What follows belongs to an exercise in optimizing a design on an open flow for small area; a production flow would make more cautious choices. RTL that was checked went through simulation tests only; none was proved equivalent to the original. The RTL of runs 2 and 3 was laid out without a check of its function. Power and IR drop assume default switching activity.

`design.v`:
```
module time_generator(clk,reset,reset_count,fastwatch,one_minute,one_second);
  input clk,reset,fastwatch,reset_count;
  output reg one_minute,one_second;
  integer count1,count2;
  reg one_min_reg;
  always@(posedge clk or posedge reset)   
  begin
    if(reset)
      begin
        count1<=0;
        one_second<=0;
    end
  else if(reset_count)
    begin
        count1<=0;
        one_second<=0;
    end
    else if(count1=='d255)
      begin 
      one_second<=1;
      count1<=0;
      end
    else begin
      count1<=count1+1;
      one_second<=0;
    end
  end
always@(posedge clk or posedge reset)   
  begin
    if(reset)
      begin
        one_min_reg<=0;
      count2<=0;
   end
  else if(reset_count)
    begin
        count2<=0;
        one_min_reg<=0;
    end
    else if(count2=='d15359)
      begin
        count2<=0;
      one_min_reg<=1;
    end
    else 
      begin
      one_min_reg<=0;
      count2<=count2+1;
    end
  end
  always@(*)   
  begin
    if(fastwatch) one_minute=one_second;
  else one_minute=one_min_reg;    
  end
endmodule
module fsm (clock,
            reset,
            one_second,
            time_button,
            alarm_button,
            key,
            reset_count,
            load_new_a,
            show_a,
            show_new_time,              
            load_new_c,              
            shift);
input clock,reset,one_second,alarm_button,time_button;
input [3:0]key;
output reset_count,load_new_c,show_new_time,show_a,load_new_a,shift;
reg [2:0] ps,ns;
wire time_out;
reg [3:0] count1,count2;
parameter SHOW_TIME         = 3'b000;
parameter KEY_ENTRY         = 3'b001;
parameter KEY_STORED        = 3'b010; 
parameter SHOW_ALARM        = 3'b011;
parameter SET_ALARM_TIME    = 3'b100;
parameter SET_CURRENT_TIME  = 3'b101;
parameter KEY_WAITED        = 3'b110;
parameter NOKEY             = 10;
always @ (posedge clock or posedge reset)
begin
  if(reset) 
    count1<=0;
  else if(ps!=KEY_ENTRY)
    count1<=0;
    else if(!one_second)
      count1<=count1;
    else if(count1=='d9)
      count1<=0;
      else
        count1<=count1+1;
end
always @ (posedge clock or posedge reset)
begin
  if(reset)
    count2<=0;
  else if(ps!=KEY_WAITED)
    count2<=0;
    else if(!one_second)
      count2<=count2;
    else if(count2=='d9)
      count2<=0;
      else count2<=count2+1;
end
assign time_out=(count1=='d9)||(count2=='d9);
always @ (posedge clock or posedge reset) 
begin
    if(reset) ps<=0;
    else ps<=ns;
end
always @ (ps or key or alarm_button or time_button or time_out)
begin
  case(ps)
       SHOW_TIME  : begin
							         if(alarm_button)  ns<=SHOW_ALARM;
							           else if(key!=NOKEY)
							             ns<=KEY_STORED;
							             else
							               ns<=SHOW_TIME;
                    end
       KEY_STORED : ns<=KEY_WAITED;
       KEY_WAITED : begin
                    if(time_out==1)
                      ns<=SHOW_TIME;
                    else if(key==10)  ns<=KEY_ENTRY;
                      else ns<=KEY_WAITED;
	           end
       KEY_ENTRY  : begin
                        if(time_out==1) ns<=SHOW_TIME;
                          else if(key!=10)  ns<=  KEY_STORED;
                            else if(alarm_button) ns<=SET_ALARM_TIME;
                            else if(time_button)  ns<=SET_CURRENT_TIME;
                            else ns<=KEY_ENTRY;
                    end
      SHOW_ALARM  : begin
                      if(!alarm_button) ns<=SHOW_TIME;
                      else ns<=SHOW_ALARM;  	  
                    end
   SET_ALARM_TIME :  ns<=SHOW_TIME;
   SET_CURRENT_TIME : ns<=SHOW_TIME;
          default : ns = SHOW_TIME;
  endcase
end
assign reset_count=(ps==SET_CURRENT_TIME)?1:0;
assign load_new_c=(ps==SET_CURRENT_TIME)?1:0;
assign show_new_time=(ps==KEY_ENTRY || ps==KEY_STORED || ps==KEY_WAITED)?1:0;
assign show_a=(ps==SHOW_ALARM)?1:0;
assign load_new_a=(ps==SET_ALARM_TIME)?1:0;
assign shift=(ps==KEY_STORED)?1:0;
endmodule
module counter (clk,
	        reset,
		one_minute,
		load_new_c,
		new_current_time_ms_hr,
		new_current_time_ms_min,
		new_current_time_ls_hr,
		new_current_time_ls_min,
		current_time_ms_hr,
		current_time_ms_min,
		current_time_ls_hr,
		current_time_ls_min);
input clk,reset,one_minute,load_new_c;
input [3:0]new_current_time_ms_hr,new_current_time_ls_hr,new_current_time_ms_min,new_current_time_ls_min;
output reg [3:0]current_time_ms_hr,current_time_ls_hr,current_time_ms_min,current_time_ls_min;
always@( posedge clk or posedge reset)                                         
 begin              
 if(reset)
 begin
   current_time_ms_hr<=0;
   current_time_ls_hr<=0;
   current_time_ms_min<=0;
   current_time_ls_min<=0;
 end  
 else if(load_new_c)  begin
   current_time_ms_hr<=new_current_time_ms_hr;
   current_time_ls_hr<=new_current_time_ls_hr;
   current_time_ms_min<=new_current_time_ms_min;
   current_time_ls_min<=new_current_time_ls_min;
   end
 else if(one_minute==1)
   begin
     if(current_time_ms_hr==2 & current_time_ls_hr==3 & current_time_ms_min==5 & current_time_ls_min==9)
       begin
   current_time_ms_hr<=0;
   current_time_ls_hr<=0;
   current_time_ms_min<=0;
   current_time_ls_min<=0;
       end
   else if(current_time_ls_hr==9 & current_time_ms_min==5 & current_time_ls_min==9)
       begin
   current_time_ms_hr<=current_time_ms_hr+1;
   current_time_ls_hr<=0;
   current_time_ms_min<=0;
   current_time_ls_min<=0;
       end
    else if(current_time_ms_min==5 & current_time_ls_min==9)
       begin
   current_time_ls_hr<=current_time_ls_hr+1;
   current_time_ms_min<=0;
   current_time_ls_min<=0;
       end
  else if(current_time_ls_min==9)
    begin
      current_time_ls_min<=0;
      current_time_ms_min<=current_time_ms_min+1;
    end
  else
    current_time_ls_min<=current_time_ls_min+1'b1;
   end
    end
endmodule
module keyreg(reset,
              clock,
              shift,
              key,
              key_buffer_ls_min,
              key_buffer_ms_min,
              key_buffer_ls_hr,
              key_buffer_ms_hr);
input reset,clock,shift;
input [3:0]key;
output reg [3:0]key_buffer_ls_min;
 output reg [3:0]key_buffer_ms_min;
              output reg [3:0]key_buffer_ls_hr;
              output reg [3:0]key_buffer_ms_hr;
always @(posedge clock or posedge reset)
begin
    if(reset) begin
      key_buffer_ls_min<=0;
      key_buffer_ms_min<=0;
      key_buffer_ls_hr<=0;
      key_buffer_ms_hr<=0;
    end
    else if(shift)
      begin
      key_buffer_ls_min<=key;
      key_buffer_ms_min<=key_buffer_ls_min;
      key_buffer_ls_hr<=key_buffer_ms_min;
      key_buffer_ms_hr<=key_buffer_ls_hr;
        end
end
endmodule
module alarm_reg (new_alarm_ms_hr,
              new_alarm_ls_hr,
              new_alarm_ms_min,
              new_alarm_ls_min,
              load_new_a,
              clock,
              reset,
              alarm_time_ms_hr,
              alarm_time_ls_hr,
              alarm_time_ms_min,
              alarm_time_ls_min );
input clock,reset,load_new_a;
input [3:0]new_alarm_ms_hr,new_alarm_ls_hr,new_alarm_ms_min,new_alarm_ls_min;
output reg [3:0]alarm_time_ms_hr,alarm_time_ls_hr,alarm_time_ms_min,alarm_time_ls_min;
always @ (posedge clock or posedge reset)
begin
  if(reset)
    begin
      alarm_time_ms_hr<=0;
      alarm_time_ls_hr<=0;
      alarm_time_ms_min<=0;
      alarm_time_ls_min<=0;
    end
  else if(load_new_a)
    begin
      alarm_time_ms_hr<=new_alarm_ms_hr;
      alarm_time_ls_hr<=new_alarm_ls_hr;
      alarm_time_ms_min<=new_alarm_ms_min;
      alarm_time_ls_min<=new_alarm_ls_min;
    end
end
endmodule
module lcd_driver (alarm_time,
                   current_time,
                   show_a,
                   show_new_time,
                   key,
                   display_time,
                   sound_alarm);
input [3:0] key;
input [3:0]alarm_time;
input [3:0]current_time;
input show_a;
input show_new_time;
output reg [7:0]display_time;
output reg sound_alarm;
reg [3:0]display_value ;
parameter ZERO   = 8'h30;
parameter ONE    = 8'h31;
parameter TWO    = 8'h32;
parameter THREE  = 8'h33;
parameter FOUR   = 8'h34;
parameter FIVE   = 8'h35;
parameter SIX    = 8'h36;
parameter SEVEN  = 8'h37;
parameter EIGHT  = 8'h38;
parameter NINE   = 8'h39;
parameter ERROR  = 8'h3A;
always @ (alarm_time or current_time or show_a or show_new_time or key)
  begin
    if(show_new_time)
      begin
        sound_alarm<=0;
        display_value<=key;
      end
  else if(show_a)  begin
    sound_alarm<=0;
    display_value<=alarm_time;
 end
  else if(alarm_time==current_time)  begin
    sound_alarm<=1;
    display_value<=current_time;
  end
else begin
  sound_alarm<=0;
  display_value<=current_time;
  end
end
always @ (display_value)
  begin
    case (display_value)
          4'd0: display_time=ZERO;
          4'd1: display_time=ONE;
          4'd2: display_time=TWO;
          4'd3: display_time=THREE;
          4'd4: display_time=FOUR;
          4'd5: display_time=FIVE;
          4'd6: display_time=SIX;
          4'd7: display_time=SEVEN;
          4'd8: display_time=EIGHT;
          4'd9: display_time=NINE;
       default : display_time = ERROR;
    endcase
   end 
endmodule	    
module lcd_driver_4 ( alarm_time_ms_hr,
                      alarm_time_ls_hr,
                      alarm_time_ms_min,
                      alarm_time_ls_min,
                      current_time_ms_hr,
                      current_time_ls_hr,
                      current_time_ms_min,
                      current_time_ls_min,
                      key_ms_hr,
                      key_ls_hr,
                      key_ms_min,
                      key_ls_min,
                      show_a,
                      show_current_time,
                      display_ms_hr,
                      display_ls_hr,
                      display_ms_min,
                      display_ls_min,
                      sound_a);
input [3:0] alarm_time_ms_hr,
            alarm_time_ls_hr,
            alarm_time_ms_min,
            alarm_time_ls_min,
            current_time_ms_hr,
            current_time_ls_hr,
            current_time_ms_min,
            current_time_ls_min,
            key_ms_hr,
            key_ls_hr,
            key_ms_min,
            key_ls_min;
     input show_a,
            show_current_time;
      output sound_a;
      output [7:0]display_ms_hr,display_ls_hr,display_ms_min,display_ls_min;
wire sound_alarm1,sound_alarm2,sound_alarm3,sound_alarm4;
lcd_driver MS_HR (.alarm_time(alarm_time_ms_hr), 
                  .current_time(current_time_ms_hr),
                  .key(key_ms_hr),
                  .show_a(show_a),
                  .show_new_time(show_current_time),
                  .display_time(display_ms_hr),
                  .sound_alarm(sound_alarm1));
lcd_driver LS_HR (.alarm_time(alarm_time_ls_hr), 
                  .current_time(current_time_ls_hr),
                  .key(key_ls_hr),
                  .show_a(show_a),
                  .show_new_time(show_current_time),
                  .display_time(display_ls_hr),
                  .sound_alarm(sound_alarm2));
lcd_driver MS_MIN (.alarm_time(alarm_time_ms_min), 
                  .current_time(current_time_ms_min),
                  .key(key_ms_min),
                  .show_a(show_a),
                  .show_new_time(show_current_time),
                  .display_time(display_ms_min),
                  .sound_alarm(sound_alarm3));
lcd_driver LS_MIN (.alarm_time(alarm_time_ls_min), 
                  .current_time(current_time_ls_min),
                  .key(key_ls_min),
                  .show_a(show_a),
                  .show_new_time(show_current_time),
                  .display_time(display_ls_min),
                  .sound_alarm(sound_alarm4));
assign sound_a=sound_alarm1 & sound_alarm2 & sound_alarm3 & sound_alarm4;
endmodule
module alarm_clock_top(clock,
	               key,
		       reset,
		       time_button,
		       alarm_button,
		       fastwatch,
		       ms_hr,
		       ls_hr,
		       ms_min,
		       ls_min,
		       alarm_sound);
input [3:0]key;
input clock,reset,time_button,alarm_button,fastwatch;
output [7:0]ms_hr,ls_hr,ms_min,ls_min;
output alarm_sound;
wire one_minute,one_second,reset_count,load_new_a,show_a,show_new_time,load_new_c,shift;
wire [3:0]key_buffer_ls_min,key_buffer_ms_min,key_buffer_ls_hr,key_buffer_ms_hr,key;
wire [3:0]alarm_time_ms_hr,alarm_time_ls_hr,alarm_time_ms_min,alarm_time_ls_min;
wire [3:0]current_time_ms_hr,current_time_ls_hr,current_time_ms_min,current_time_ls_min;
time_generator tim_gen(clock,reset,reset_count,fastwatch,one_minute,one_second);
fsm fsm_dut(clock,
            reset,
            one_second,
            time_button,
            alarm_button,
            key,
            reset_count,
            load_new_a,
            show_a,
            show_new_time,              
            load_new_c,              
            shift);
counter counter_dut(clock,
	        reset,
		one_minute,
		load_new_c,
		key_buffer_ms_hr,
		key_buffer_ms_min,
		key_buffer_ls_hr,
		key_buffer_ls_min,
		current_time_ms_hr,
		current_time_ms_min,
		current_time_ls_hr,
		current_time_ls_min);
keyreg key_dut(reset,
              clock,
              shift,
              key,
              key_buffer_ls_min,
              key_buffer_ms_min,
              key_buffer_ls_hr,
              key_buffer_ms_hr);
alarm_reg alarm_dut(key_buffer_ms_hr,
              key_buffer_ls_hr,
              key_buffer_ms_min,
              key_buffer_ls_min,
              load_new_a,
              clock,
              reset,
              alarm_time_ms_hr,
              alarm_time_ls_hr,
              alarm_time_ms_min,
              alarm_time_ls_min );
lcd_driver_4 lcd( alarm_time_ms_hr,
                      alarm_time_ls_hr,
                      alarm_time_ms_min,
                      alarm_time_ls_min,
                      current_time_ms_hr,
                      current_time_ls_hr,
                      current_time_ms_min,
                      current_time_ls_min,
                      key_buffer_ms_hr,
                      key_buffer_ls_hr,
                      key_buffer_ms_min,
                      key_buffer_ls_min,
                      show_a,
                      show_new_time,
                      ms_hr,
                      ls_hr,
                      ms_min,
                      ls_min,
                      alarm_sound);
endmodule
```
`config.mk`:
```
export PLATFORM = sky130hd
export DESIGN_NAME = alarm_clock_top
export DESIGN_NICKNAME = alarm_clock_top
export VERILOG_FILES = /design/flow/design.v
export SDC_FILE = /design/flow/constraint.sdc
export NUM_CORES = 4
export LEC_CHECK = 0
export CAP_MARGIN = 20
export CORE_MARGIN = 2
export CORE_UTILIZATION = 40
export SLEW_MARGIN = 20
```
`run.sh`:
```
#!/bin/bash
# synth_recipe.tcl (not shown) runs the flow's synth.tcl, then flattens the netlist and writes it again
# the make line also repeats each setting of config.mk as NAME=value (left out here)
make -C /OpenROAD-flow-scripts/flow DESIGN_CONFIG=/design/flow/config.mk WORK_HOME=/design/flow/orfs CLKGATE_MAP_FILE= SYNTH_SCRIPT=/design/flow/synth_recipe.tcl finish
```
`constraint.sdc`:
```
create_clock -name core_clock -period 6.0 [get_ports {clock}]
set_input_delay 1.2000 -clock core_clock [delete_from_list [all_inputs] [get_ports {clock}]]
set_output_delay 1.2000 -clock core_clock [all_outputs]
set_load 0.01 [all_outputs]
```
==> summary.md, run 1 <==
| Metric | Value |
|---|---|
| Status | `finished clean` |
| Source of the worst register-to-register timing path | `tim_gen.count2[0]` |
| Hold_buf cts | `0` |
| Largest net degree at the start of global routing | `70` |
| Sequential area share after synthesis | `44.7%` |
| Biggest regs | `tim_gen.count1: 32 flops, tim_gen.count2: 32 flops` |
| CTS tree | `built` |
| Total I/O pin count | `42` |
| DRC | `0` |
| CTS max path bufs | `2` |
| Final worst path period need | `4.67 ns` |
| Gpl congestion | `0.850` |
| # resized after CTS | `0` |
| Startpoint types | `flip-flop` |
| WP data arrival | `3.47 ns` |
| Layout cell share with drive strength beyond 1 | `10.4%` |
| DP HPWL | `10.5 mm` |
| Final Hold Fails | `0` |
| Hold Crit Class | `flip-flop to flip-flop` |
| Crit end category | `output port` |
| Vias in the first global route | `5219` |
| Final Max Tran Viols | `0` |
| 1st-iter DRT viols | `319` |
| First-pass GRT wire length | `25.9 mm` |
| Maximum vdd drop | `265 uV` |
| Most common cell after layout, fill and taps aside | `dfrtp_1` |
| Maximum fanout along the worst path | `18` |
| Setup_tns | `0 ns` |
| # clock sinks | `125` |
| Core area | `17200 um^2` |
| Initial core utilization | `40.7%` |
| Synth unique cells | `56` |
| Total global routing overflow | `0` |
| Most frequent cells in the layout | `dfrtp_1, nor2_1, xor2_1, nand2_1, mux2_2` |
| RSZ-0062 raised after global routing | `no` |
| Syn Inst Count | `722` |
| Die Wd | `136 um` |
| Fin Clk Skew | `0.00780 ns` |
| Number of buffers added on ports | `25` |
| Vias per Instance | `5.52` |
| CTS Buf Count | `17` |
| Reg clk slew, reported paths | `0.05 ns` |
| YS warnings | `6` |
| Via Count | `5375` |
| Final cycle utilization of the critical path | `77.8%` |
| Worst setup path start | `fsm_dut.ps[0]` |
| Max-slew headroom | `35.9%` |
| H-tree levels | `4` |
| LEAKAGE | `3.47 nW` |
| Avg Cell Area, Syn | `9.69 um^2` |
| Fmax | `214 MHz` |
| DIE AREA | `18600 um^2` |
| Number of flops mapped to enable cells by yosys | `0` |
| GR Util All Layers | `17.6%` |
| WS Path Type | `flip-flop to output port` |
| Antenna Cells | `0` |
| WP data required | `4.80 ns` |
| Synth async-reset ratio | `100%` |
| Cell Area, Synth | `7000 um^2` |
| FP Rows | `48` |
| Yosys reg bits | `125` |
| Die Height | `136 um` |
| Max-cap violation count | `0` |
| Area Overhead vs Synth | `13.5%` |
| Least-Margin Pin Slew | `0.960 ns` |
| Worst Hold Launch | `tim_gen.count1[0]` |
| Hold slack | `0.491 ns` |
| Wire per inst | `15.8 um` |
| Pre-antenna DRT Iters | `4` |
| Fin nets | `760` |
| Power per cell area | `448 nW/um^2` |
| CTS root buf | `clkbuf_16` |
| Initial antenna violation count | `0` |
| Routed Wire Length | `15.4 mm` |
| Clock latency on the worst-skew pair | `0.41 ns` |
| Final ANT Viol Nets | `0` |
| Post-CTS Setup Repair Bufs | `0` |
| Endpoints failing setup | `0` |
| Synth Flop Type | `dfrtp_1` |
-- where the power goes --
group / total, mW / switching [mW] / internal (mW)
clock: 1.02 / 0.353 / 0.670
combinational: 1.16 / 0.545 / 0.614
sequential: 1.38 / 0.328 / 1.05
-- final timing paths --
check                                                  to  slack [ns]  cells past startpoint
max                                             ms_min[0]        1.33                      6
min                                     tim_gen.count1[0]        0.49                      1
max reg2reg                             tim_gen.count2[7]        3.44                      6
min reg2reg                             tim_gen.count1[0]        0.49                      1
max in group asynchronous  alarm_dut.alarm_time_ls_min[2]        3.42                      3
min in group asynchronous              tim_gen.count2[19]        1.31                      2
-- through the flow --
| stage | util [%] | total power [mW] | worst slack, ns | std cells | instance area [um^2] |
|---|---|---|---|---|---|
| 2_1_floorplan | - | 2.10 | 1.47 | 736 | 7050 |
| 3_3_place_gp | 42.8 | 2.49 | 1.94 | 943 | 7350 |
| 3_5_place_dp | 42.8 | 2.54 | 1.79 | 943 | 7360 |
| 4_1_cts | 46.2 | 3.58 | 1.34 | 974 | 7940 |
| 5_1_grt | 46.2 | 3.78 | 1.06 | 974 | 7940 |
| 6_report | 46.2 | 3.56 | 1.33 | 974 | 7940 |
-- critical path, stage by stage, from the launching register on --
cell and delay [ns]:
dfrtp_1 0.70, nor2b_1 0.70, nor2_1 0.22, a221oi_1 0.44
o21ai_0 0.17, a221oi_1 0.26, clkdlybuf4s50_1 0.58
-- area by class of cell --
type,count,area (um^2)
Inverter,10,40.0
Multi-Input combinational cell,554,3630
Fill cell,1640,9240
Clock buffer,24,472
Sequential cell,125,3130
Clock inverter,7,113
Tap cell,225,282
Timing Repair Buffer,29,280
-- cell usage after synthesis (4+ instances only) --
cell	number	area share (%)
dfrtp_1	125	45
nor2_1	105	5.6
xor2_1	54	6.8
nand2_1	48	2.6
mux2_2	37	6.0
nand3_1	32	2.3
nand4_1	22	2.0
o21ai_0	22	1.6
a21oi_1	21	1.5
xnor2_1	21	2.6
and3_1	20	1.8
buf_4	19	2.0
nor4_1	16	1.4
ha_1	14	2.5
clkbuf_1	13	0.70
buf_2	12	0.86
nor3_1	12	0.86
mux2i_1	11	1.6
inv_1	10	0.54
nor2b_1	8	0.72
and4_1	7	0.88
a221oi_1	6	0.75
nand3b_1	6	0.64
o221ai_1	6	0.75
o22ai_1	6	0.54
and3b_1	5	0.63
nand2b_1	5	0.45
a211oi_1	4	0.43
a22o_1	4	0.50
or3_1	4	0.36
-- cell families (layout without fill, tap and decap cells) --
group           Yosys count  count (layout)  synth area share (%)
compound gates           92              92                  8.64
xor+xnor                 75              75                  9.39
fa+ha+maj                14              14                  2.50
buf+inv                  57              70                  4.33
flops                   125             125                  44.7
mux                      48              48                  7.53
other cells               2              16                 0.107
simple gates            309             309                  22.8
-- layer usage --
layer / track usage, % / up-vias / part of all wire [%]
li1: - / 2562 / -
met1: 23.6 / 2671 / 48
met2: 28.1 / 124 / 47
met3: 3.69 / 18 / 4.0
met4: 6.66 / 0 / 1.4
met5: 0 / - / 0
==> inputs of run 2 (changes only) <==
==> design.v (replaced) <==
module alarm_clock_top(clock, key, reset, time_button, alarm_button, fastwatch,
                       ms_hr, ls_hr, ms_min, ls_min, alarm_sound);
input [3:0] key;
input clock, reset, time_button, alarm_button, fastwatch;
output [7:0] ms_hr, ls_hr, ms_min, ls_min;
output alarm_sound;
localparam ST   = 3'b000;   
localparam SA   = 3'b001;   
localparam SETA = 3'b010;   
localparam SETC = 3'b011;   
localparam KS   = 3'b100;   
localparam KW   = 3'b101;   
localparam KE1  = 3'b110;   
localparam KE   = 3'b111;   
reg [2:0] ps;
reg [3:0] cnt;              
reg [3:0] t3, t2, t1, t0;   
reg [3:0] a3, a2, a1, a0;   
reg [3:0] k3, k2, k1, k0;   
reg [7:0] sc;               
reg [5:0] mc;               
wire rc      = (ps == SETC);
wire nokey   = (key == 4'd10);
wire time_out = cnt[3] & cnt[0];
wire sec_wrap   = (sc == 8'd0);
wire one_second = sec_wrap & (mc != 6'd0);
wire one_min    = sec_wrap & (mc == 6'd60);
wire one_minute = fastwatch ? one_second : one_min;
always @(posedge clock or posedge reset)
  if (reset) begin
    sc <= 8'd0;
    mc <= 6'd0;
  end else if (rc) begin
    sc <= 8'd0;
    mc <= 6'd0;
  end else begin
    sc <= sc + 8'd1;
    if (sec_wrap)
      mc <= (mc == 6'd60) ? 6'd1 : mc + 6'd1;
  end
reg [2:0] ns;
always @* begin
  case (ps)
    ST:   ns = alarm_button ? SA : (!nokey ? KS : ST);
    SA:   ns = alarm_button ? SA : ST;
    KS:   ns = KW;
    KW:   ns = time_out ? ST : (nokey ? KE1 : KW);
    KE1, KE:
          ns = time_out ? ST : (!nokey ? KS : (alarm_button ? SETA :
               (time_button ? SETC : KE)));
    default: ns = ST;
  endcase
end
always @(posedge clock or posedge reset)
  if (reset) ps <= ST;
  else ps <= ns;
always @(posedge clock)
  if (ps == KS)
    cnt <= 4'd0;
  else if (ps == KE1)
    cnt <= {3'd0, one_second};
  else if (one_second)
    cnt <= cnt + 4'd1;
always @(posedge clock or posedge reset)
  if (reset) begin
    k3 <= 0; k2 <= 0; k1 <= 0; k0 <= 0;
  end else if (ps == KS) begin
    k3 <= k2; k2 <= k1; k1 <= k0; k0 <= key;
  end
always @(posedge clock or posedge reset)
  if (reset) begin
    a3 <= 0; a2 <= 0; a1 <= 0; a0 <= 0;
  end else if (ps == SETA) begin
    a3 <= k3; a2 <= k2; a1 <= k1; a0 <= k0;
  end
wire c9    = (t0 == 4'd9);
wire c59   = c9 & (t1 == 4'd5);
wire c959  = c59 & (t2 == 4'd9);
wire c2359 = c59 & (t2 == 4'd3) & (t3 == 4'd2);
always @(posedge clock or posedge reset)
  if (reset) begin
    t3 <= 0; t2 <= 0; t1 <= 0; t0 <= 0;
  end else if (rc) begin
    t3 <= k3; t2 <= k2; t1 <= k1; t0 <= k0;
  end else if (one_minute) begin
    t0 <= c9 ? 4'd0 : t0 + 4'd1;
    if (c9) t1 <= c59 ? 4'd0 : t1 + 4'd1;
    if (c59) begin
      t2 <= (c959 | c2359) ? 4'd0 : t2 + 4'd1;
      if (c2359) t3 <= 4'd0;
      else if (c959) t3 <= t3 + 4'd1;
    end
  end
wire show_key   = ps[2];
wire show_alarm = (ps == SA);
wire [15:0] dv = show_key ? {k3, k2, k1, k0} :
                 show_alarm ? {a3, a2, a1, a0} : {t3, t2, t1, t0};
function [7:0] lcd;
  input [3:0] d;
  lcd = (d > 4'd9) ? 8'h3A : {4'h3, d};
endfunction
assign ms_hr  = lcd(dv[15:12]);
assign ls_hr  = lcd(dv[11:8]);
assign ms_min = lcd(dv[7:4]);
assign ls_min = lcd(dv[3:0]);
assign alarm_sound = !show_key && !show_alarm &&
                     ({t3, t2, t1, t0} == {a3, a2, a1, a0});
endmodule
--- a/config.mk
+++ b/config.mk
@@ -5,6 +5,7 @@
 export SDC_FILE = /design/flow/constraint.sdc
 export NUM_CORES = 4
 export LEC_CHECK = 0
+export ABC_AREA = 1
 export CAP_MARGIN = 20
 export CORE_MARGIN = 2
 export CORE_UTILIZATION = 40
==> run 2 against run 1 <==
Compared with the run above: final cell count fell by 24%; via count fell by 33%; sequential power fell by 48%; setup slack improved by 0.66 ns; sequential share of layout area fell by 3.5 points; global-route usage rose by 1.5 points; count of clock-buffer cells in the layout fell by 14; synthesized area fell by 39%; maximum frequency rose by 17%; non-clock buffer count fell by 2; final area fell by 40%; critical path type unchanged; largest cell class unchanged.
==> summary.md, run 2 <==
| Metric | Value |
|---|---|
| Core area | `10400 um^2 (-40%)` |
| Vias in the first global route | `3570 (-32%)` |
| Endpoints failing setup | `0 (unchanged)` |
| First-pass GRT wire length | `17.2 mm (-34%)` |
| Synth top area share | `38.0% (-6.7 points)` |
| Vias per Instance | `4.88 (-12%)` |
| Most common cell after layout, fill and taps aside | `nand2_1` |
| Final instance area | `4750 um^2 (-40%)` |
| Pre-antenna DRT Iters | `4 (unchanged)` |
| Final cycle utilization of the critical path | `66.7% (-11 points)` |
| Final Hold Fails | `0 (unchanged)` |
| Place WS | `2.42 ns (+0.627 ns)` |
| Die Wd | `107 um (-21%)` |
| Final worst path period need | `4.00 ns (-0.662 ns)` |
| WS Path Type | `flip-flop to output port` |
| RSZ-0062 raised after global routing | `no` |
| Avg Cell Area, Syn | `7.39 um^2 (-24%)` |
| DIE AREA | `11500 um^2 (-38%)` |
| Power per cell area | `415 nW/um^2 (-7.5%)` |
| Area contributors post-synth | `dfrtp_1, nand2_1, inv_1` |
| Startpoint types | `flip-flop` |
| Max reg flops | `8` |
| CTS root buf | `clkbuf_8` |
| Area Overhead vs Synth | `11.0%` |
| Critical-path cell list | `inv_4, nand2_2, inv_1, nand2_1, o221ai_1, a21oi_1, clkdlybuf4s50_1` |
| Crit end category | `output port` |
| Largest net degree at the start of global routing | `66 (-5.7%)` |
| Final Max Tran Viols | `0 (unchanged)` |
| Final ANT Viol Nets | `0 (unchanged)` |
| Sequential area share after synthesis | `39.9% (-4.8 points)` |
| Fin nets | `620 (-18%)` |
| 1st-iter DRT viols | `181 (-43%)` |
| Antenna Cells | `0 (unchanged)` |
| Placed Area | `4540 um^2 (-38%)` |
| Max-slew headroom | `43.6% (+7.7 points)` |
| Routed Wire Length | `10.0 mm (-35%)` |
| Maximum fanout along the worst path | `16 (-2)` |
| Status | `finished clean` |
| YS warnings | `1 (-5)` |
| Setup_tns | `0 ns (unchanged)` |
| DP HPWL | `7.14 mm (-32%)` |
| LEAKAGE | `2.29 nW (-34%)` |
| Total I/O pin count | `42 (unchanged)` |
| Cell taking the most area after synthesis | `dfrtp_1` |
| WP data required | `4.80 ns (about the same)` |
| Total global routing overflow | `0 (unchanged)` |
| Yosys reg bits | `69 (-45%)` |
| Synth Flop Type | `dfrtp_1` |
| Biggest regs | `sc: 8 flops, mc: 6 flops` |
| Clock latency on the worst-skew pair | `0.36 ns (-0.05 ns)` |
| Via Count | `3617 (-33%)` |
| Biggest register | `sc` |
| CTS tree | `built` |
| Synth unique cells | `38 (-32%)` |
| CTS Buf Count | `9 (-8)` |
| Synth async-reset ratio | `94.2% (-5.8 points)` |
| FP Rows | `37 (-23%)` |
| DRC | `0 (unchanged)` |
| Fin Clk Skew | `0.0121 ns (+0.00426 ns)` |
| Die Height | `107 um (-21%)` |
| Least-Margin Pin Slew | `0.846 ns (-0.113 ns)` |
| Hold Crit Class | `flip-flop to flip-flop` |
| # resized after CTS | `0 (unchanged)` |
| Post-CTS Setup Repair Bufs | `0 (unchanged)` |
| Number of buffers added on ports | `25 (unchanged)` |
| Final worst slack | `2.00 ns (+0.662 ns)` |
| Reg clk slew, reported paths | `0.08 ns (+0.03 ns)` |
| H-tree levels | `3 (-1)` |
| GR Util All Layers | `19.1% (+1.5 points)` |
| Layout cell share with drive strength beyond 1 | `8.43% (-2.0 points)` |
| Gpl congestion | `0.857 (+0.93%)` |
| Cell Area, Synth | `4280 um^2 (-39%)` |
| Initial core utilization | `41.3% (+0.55 points)` |
| Wire per inst | `13.6 um (-14%)` |
| Slowest CP cell | `dfrtp_1` |
| Maximum vdd drop | `207 uV (-22%)` |
| Most frequent cells in the layout | `nand2_1, inv_1, dfrtp_1, nor2_1, o21ai_0` |
| WP data arrival | `2.80 ns (-0.67 ns)` |
| Top cells by count, synth | `nand2_1, inv_1, dfrtp_1` |
| Syn Inst Count | `579 (-20%)` |
| Initial antenna violation count | `0 (unchanged)` |
| CTS max path bufs | `2 (unchanged)` |
| CP max stage delay | `0.74 ns (+0.04 ns)` |
| Max-cap violation count | `0 (unchanged)` |
| Fmax | `250 MHz (+17%)` |
| # clock sinks | `69 (-45%)` |
| Most instantiated library cell after synthesis | `nand2_1` |
| Hold_buf cts | `0 (unchanged)` |
| Number of flops mapped to enable cells by yosys | `0 (unchanged)` |
[run 2: cell count changes in the layout (fill, tap and decap cells not counted), moves of 16 or more]
cell,delta
nand2_1,+100
inv_1,+65
dfrtp_1,-60
nor2_1,-49
xor2_1,-45
mux2_2,-37
o21ai_0,+29
and3_1,-20
clkbuf_16,-17
nand4_1,-17
nor4_1,-16
xnor2_1,-16
[run 2: critical path, delay by kind of cell (launching register included)]
kind                   cells  cell delay, ns
AOI/OAI and AO/OA          2            0.28
and+or+nand+nor            2            0.42
DFF                        1            0.74
buffers and inverters      3            1.01
[run 2: cell families (layout without fill, tap and decap cells)]
| logic type | after synthesis | in the layout | synth area share (%) |
|---|---|---|---|
| buf+inv | 111 | 123 | 12.4 |
| other cells | 2 | 16 | 0.175 |
| fa+ha+maj | 11 | 11 | 3.21 |
| xor+xnor | 14 | 14 | 2.86 |
| compound gates | 97 | 97 | 13.5 |
| simple gates | 275 | 275 | 28.0 |
| flops | 69 | 69 | 39.9 |
[run 2: layer usage]
layer	part of all wire (%)	global-route usage [%]	wire, um	up-vias
met5	0	0	0	-
met4	1.3	7.23	129	0
met3	3.9	3.09	396	11
met2	46	31.0	4660	75
met1	48	25.7	4850	1677
li1	-	-	-	1854
[run 2: path summary, 6_finish.rpt]
kind | from | to | slack, ns | depth (start not counted)
setup / recovery | ps[2] | ls_min[0] | 2.00 | 7
hold / removal | sc[7] | sc[7] | 0.47 | 1
setup reg to reg | ps[2] | t2[0] | 3.80 | 6
hold reg to reg | sc[7] | sc[7] | 0.47 | 1
max in group asynchronous | reset | k0[1] | 4.05 | 3
min in group asynchronous | reset | sc[5] | 1.41 | 3
[run 2: power by group]
group	total, mW	leakage (nW)	switching, mW	internal, mW
clock network	0.393	0.0943	0.191	0.202
registers	0.719	0.888	0.132	0.587
logic	0.861	1.30	0.508	0.353
total	1.97	2.29	0.830	1.14
[run 2: final cells by class]
class / instances / area, um^2
clock buffer: 10 / 138
clock inverter: 6 / 62.6
fill: 1036 / 5620
inverter: 80 / 305
multi-input combinational: 413 / 2100
sequential: 69 / 1710
tap: 136 / 170
timing repair buffer: 27 / 269
[run 2: per-stage QoR]
| step | cells | power [mW] | util (%) | hold WS, ns |
|---|---|---|---|---|
| floorplan | 593 | 1.28 | - | 0.434 |
| global placement | 724 | 1.56 | 43.8 | 0.453 |
| detailed placement | 724 | 1.58 | 43.8 | 0.464 |
| CTS | 740 | 1.97 | 45.7 | 0.477 |
| global route | 741 | 2.14 | 45.8 | 0.519 |
| finish | 741 | 1.97 | 45.8 | 0.473 |
==> inputs of run 3 (changes only) <==
--- a/config.mk
+++ b/config.mk
@@ -5,7 +5,6 @@
 export SDC_FILE = /design/flow/constraint.sdc
 export NUM_CORES = 4
 export LEC_CHECK = 0
-export ABC_AREA = 1
 export CAP_MARGIN = 20
 export CORE_MARGIN = 2
 export CORE_UTILIZATION = 40
==> run 3 against run 2 <==
Compared with the run above: clock power down 14%; critical path depth down 1; via count fell by 13%; largest cell class unchanged; sequential power is 18% higher; worst hold slack better by 0.029 ns; still clean; die area decreased by 0.73%.
==> summary.md, run 3 <==
| Metric | Value |
|---|---|
| Largest net degree at the start of global routing | `66 (unchanged)` |
| Final-layout fill cell count | `1020 (-1.5%)` |
| Fin cells | `593 (-20%)` |
| Synth Flop Type | `dfrtp_1` |
| Avg Cell Area, Syn | `9.81 um^2 (+33%)` |
| Layout cell share with drive strength beyond 1 | `16.6% (+8.2 points)` |
| Area Overhead vs Synth | `10.9%` |
| Part of the power in the clock network | `16.2% (-3.7 points)` |
| Met3 Use GR | `3.47% (+0.38 points)` |
| WP data required | `4.80 ns (about the same)` |
| Final Hold Fails | `0 (unchanged)` |
| LEAKAGE | `2.01 nW (-12%)` |
| Source of the worst register-to-register timing path | `ps[2]` |
| Psw | `0.821 mW (-1.2%)` |
| Post-CTS Setup Repair Bufs | `0 (unchanged)` |
| Hold_buf cts | `0 (unchanged)` |
| R2r setup slk | `3.18 ns (-0.62 ns)` |
| Fmax | `230 MHz (-7.7%)` |
| Maximum vdd drop | `190 uV (-8.2%)` |
| Area contributors post-synth | `dfrtp_1, mux2_2, mux2i_1` |
| Cell Area, Synth | `4250 um^2 (-0.76%)` |
| Final worst path period need | `4.34 ns (+0.336 ns)` |
| Most instantiated library cell after synthesis | `dfrtp_1` |
| CTS max path bufs | `2 (unchanged)` |
| Total global routing overflow | `0 (unchanged)` |
| Critical-path cell list | `nand2b_1, mux2_2, mux2i_1, nand2_1, a21oi_1, clkdlybuf4s50_1` |
| Pre-antenna DRT Iters | `4 (unchanged)` |
| DRC | `0 (unchanged)` |
| Synth top area share | `38.3% (+0.29 points)` |
| Syn Inst Count | `433 (-25%)` |
| # resized after CTS | `0 (unchanged)` |
| Most common cell after layout, fill and taps aside | `dfrtp_1` |
| Most frequent cells in the layout | `dfrtp_1, mux2_2, nor2_1, nand2_1, o21ai_0` |
| Number of buffers added on ports | `25 (unchanged)` |
| Area of the multi-input gates | `2310 um^2 (+9.7%)` |
| Die Height | `107 um (-0.37%)` |
| Initial core utilization | `41.2% (-0.13 points)` |
| Least-Margin Pin Slew | `1.05 ns (+0.208 ns)` |
| Fin Clk Skew | `0.00854 ns (-0.00352 ns)` |
| Final Max Tran Viols | `0 (unchanged)` |
| Fin nets | `472 (-24%)` |
| Max reg flops | `8 (unchanged)` |
| Synth unique cells | `64 (+68%)` |
| Cell taking the most area after synthesis | `dfrtp_1` |
| Max-slew headroom | `29.7% (-14 points)` |
| Internal cell power | `1.27 mW (+11%)` |
| Sequential area share after synthesis | `40.2% (+0.31 points)` |
| Final cycle utilization of the critical path | `72.3% (+5.6 points)` |
| Reg power frac | `40.6% (+4.1 points)` |
| Biggest regs | `sc: 8 flops, mc: 6 flops` |
| Vias per Instance | `5.33 (+9.1%)` |
| R2r endpoint | `t3[0]` |
| Die Wd | `107 um (-0.37%)` |
| Biggest register | `sc` |
| CTS Buf Count | `9 (unchanged)` |
| Power per cell area | `444 nW/um^2 (+6.9%)` |
| Top cells by count, synth | `dfrtp_1, mux2_2, nor2_1` |
| Total placed cells including tap cells | `577 (-20%)` |
| Antenna Cells | `0 (unchanged)` |
| Met1 Track Usage GR | `23.1% (-2.7 points)` |
| Wire per inst | `16.0 um (+18%)` |
| Logic gate share of total power | `43.2% (-0.4 points)` |
| Via Count | `3158 (-13%)` |
| CTS root buf | `clkbuf_8` |
| Synth async-reset ratio | `94.2% (unchanged)` |
| Worst setup path start | `ps[1]` |
| Final instance area | `4710 um^2 (-0.92%)` |
| First-pass GRT wire length | `16.0 mm (-7.1%)` |
| R2r worst-path depth | `6 (unchanged)` |
| Final Power | `2.09 mW (+6.0%)` |
| DP HPWL | `6.59 mm (-7.6%)` |
| GRT Max-Usage Layer | `met2` |
| Grt met2 use | `29.4% (-1.6 points)` |
| Crit path to | `ls_hr[0]` |
| # clock sinks | `69 (unchanged)` |
| Total I/O pin count | `42 (unchanged)` |
| CTS tree | `built` |
| Setup_tns | `0 ns (unchanged)` |
| Status | `finished clean` |
| Gpl congestion | `0.808 (-5.8%)` |
| Placed Area | `4540 um^2 (about the same)` |
| Endpoints failing setup | `0 (unchanged)` |
| 1st-iter DRT viols | `186 (+2.8%)` |
| FP Rows | `37 (unchanged)` |
| Hold Crit Class | `flip-flop to flip-flop` |
| Maximum fanout along the worst path | `18 (+2)` |
| Slowest CP cell | `nand2b_1` |
| Startpoint types | `flip-flop` |
| Crit end category | `output port` |
| Max-cap violation count | `0 (unchanged)` |
| GR Util All Layers | `17.9% (-1.2 points)` |
| Reg clk slew, reported paths | `0.07 ns (about the same)` |
| YS warnings | `1 (unchanged)` |
| Sw Share | `39.3% (-2.8 points)` |
| Routed Wire Length | `9.50 mm (-5.4%)` |
| Initial antenna violation count | `0 (unchanged)` |
| Vias in the first global route | `3174 (-11%)` |
| Clock latency on the worst-skew pair | `0.34 ns (-0.02 ns)` |
| H-tree levels | `3 (unchanged)` |
| CP max stage delay | `0.86 ns (+0.12 ns)` |
| Number of flops mapped to enable cells by yosys | `0 (unchanged)` |
| WS Path Type | `flip-flop to output port` |
| Final ANT Viol Nets | `0 (unchanged)` |
| FF/Latch Area | `1710 um^2 (unchanged)` |
| Yosys reg bits | `69 (unchanged)` |
| WP data arrival | `3.14 ns (+0.34 ns)` |
| RSZ-0062 raised after global routing | `no` |
| Core area | `10300 um^2 (-0.45%)` |
| DIE AREA | `11500 um^2 (-0.73%)` |
## run 3: cell types whose count changed after synthesis, moves of 9 or more
cell | previous run | this run
nor2_1 | 56 | 37
o21ai_0 | 51 | 27
a21oi_1 | 14 | 23
nand2_1 | 148 | 36
mux2_2 | 0 | 40
nand3_1 | 40 | 12
mux2i_1 | 0 | 20
inv_1 | 75 | 17
## run 3: power by group through the flow
stage	sequential, mW	combinational (mW)	clock (mW)
2_1_floorplan	0.757	0.684	0
3_3_place_gp	0.854	0.896	0
3_5_place_dp	0.857	0.912	0
4_1_cts	0.848	0.916	0.352
5_1_grt	0.880	1.01	0.371
6_report	0.849	0.903	0.338
## run 3: cell type report
class | count | share of cell area [%]
timing repair buffer | 30 | 6.11
clock inverter | 1 | 0.106
multi-input combinational | 324 | 49.0
inverter | 18 | 1.43
clock buffer | 15 | 3.53
sequential | 69 | 36.2
tap | 136 | 3.61
## run 3: worst max-delay path, delay by kind of cell, from the launching register on
family,cells,cell delay [ns]
simple gates,2,0.94
mux,2,0.64
buf+inv,1,0.54
flops,1,0.52
compound gates,1,0.15
## run 3: layer usage
metal	up-vias	part of all wire, %	wire, um
met3	8	3.1	293
met4	0	1.5	147
li1	1518	-	-
met2	58	49	4630
met5	-	0	0
met1	1574	47	4430
## run 3: worst min-delay path by stage
stage          startpoint     end  slack [ns]  depth (start not counted)
2_1_floorplan      cnt[3]  cnt[3]        0.46                          2
3_3_place_gp       cnt[3]  cnt[3]        0.47                          2
3_5_place_dp       cnt[3]  cnt[3]        0.49                          2
4_1_cts            cnt[3]  cnt[3]        0.50                          2
5_1_grt             mc[0]   mc[0]        0.52                          1
6_report           cnt[3]  cnt[3]        0.50                          2
## run 3: kinds of logic (layout without fill, tap and decap cells)
group,Yosys count,in the layout,share of synthesized area [%]
other,2,16,0.177
adders and majority gates,11,11,3.24
and+or+nand+nor,132,132,17.3
xor gates and xnor gates,26,26,5.36
muxes,61,61,15.6
buffers and inverters,54,64,6.77
AOI/OAI and AO/OA,78,78,11.5
DFF,69,69,40.2
## run 3: through the flow
stage | setup WS (ns) | hold slack, ns | utilization (%)
after detailed placement | 1.98 | 0.486 | 44.0
after global routing | 1.40 | 0.518 | 45.6
after CTS | 1.63 | 0.497 | 45.6
after floorplan | 3.00 | 0.458 | -
final | 1.66 | 0.502 | 45.6
after global placement | 2.04 | 0.467 | 44.0

==> re-timing with driven ports <==
Ports are ideal in the flow. The routed layouts listed here were re-timed in OpenROAD. Step 1 sets driving cells, clkbuf_16 on the clock port and buf_2 on the other inputs (assumed; they add their load-dependent delay and slew). Step 2 moves the port delays by t, midway between the first and last clock arrival at a register: inputs arrive t later, outputs are due t later. That takes back most of the time a late clock gives input paths. a / b / c = ideal ports / drivers / drivers and shift; a / b = the first two.
| run | shift t [ns] | setup slack, ns | worst hold slack (ns) | cell pins on the clock port's net |
|---|---|---|---|---|
| run 1 | 0.453 | 1.333 / 1.291 / 1.744 | 0.491 / 0.491 / 0.491 | 1 |
| run 2 | 0.387 | 1.995 / 1.961 / 2.348 | 0.473 / 0.473 / 0.473 | 1 |
| run 3 | 0.365 | 1.659 / 1.626 / 1.991 | 0.502 / 0.502 / 0.502 | 1 |
After both steps every run listed still meets setup and hold.
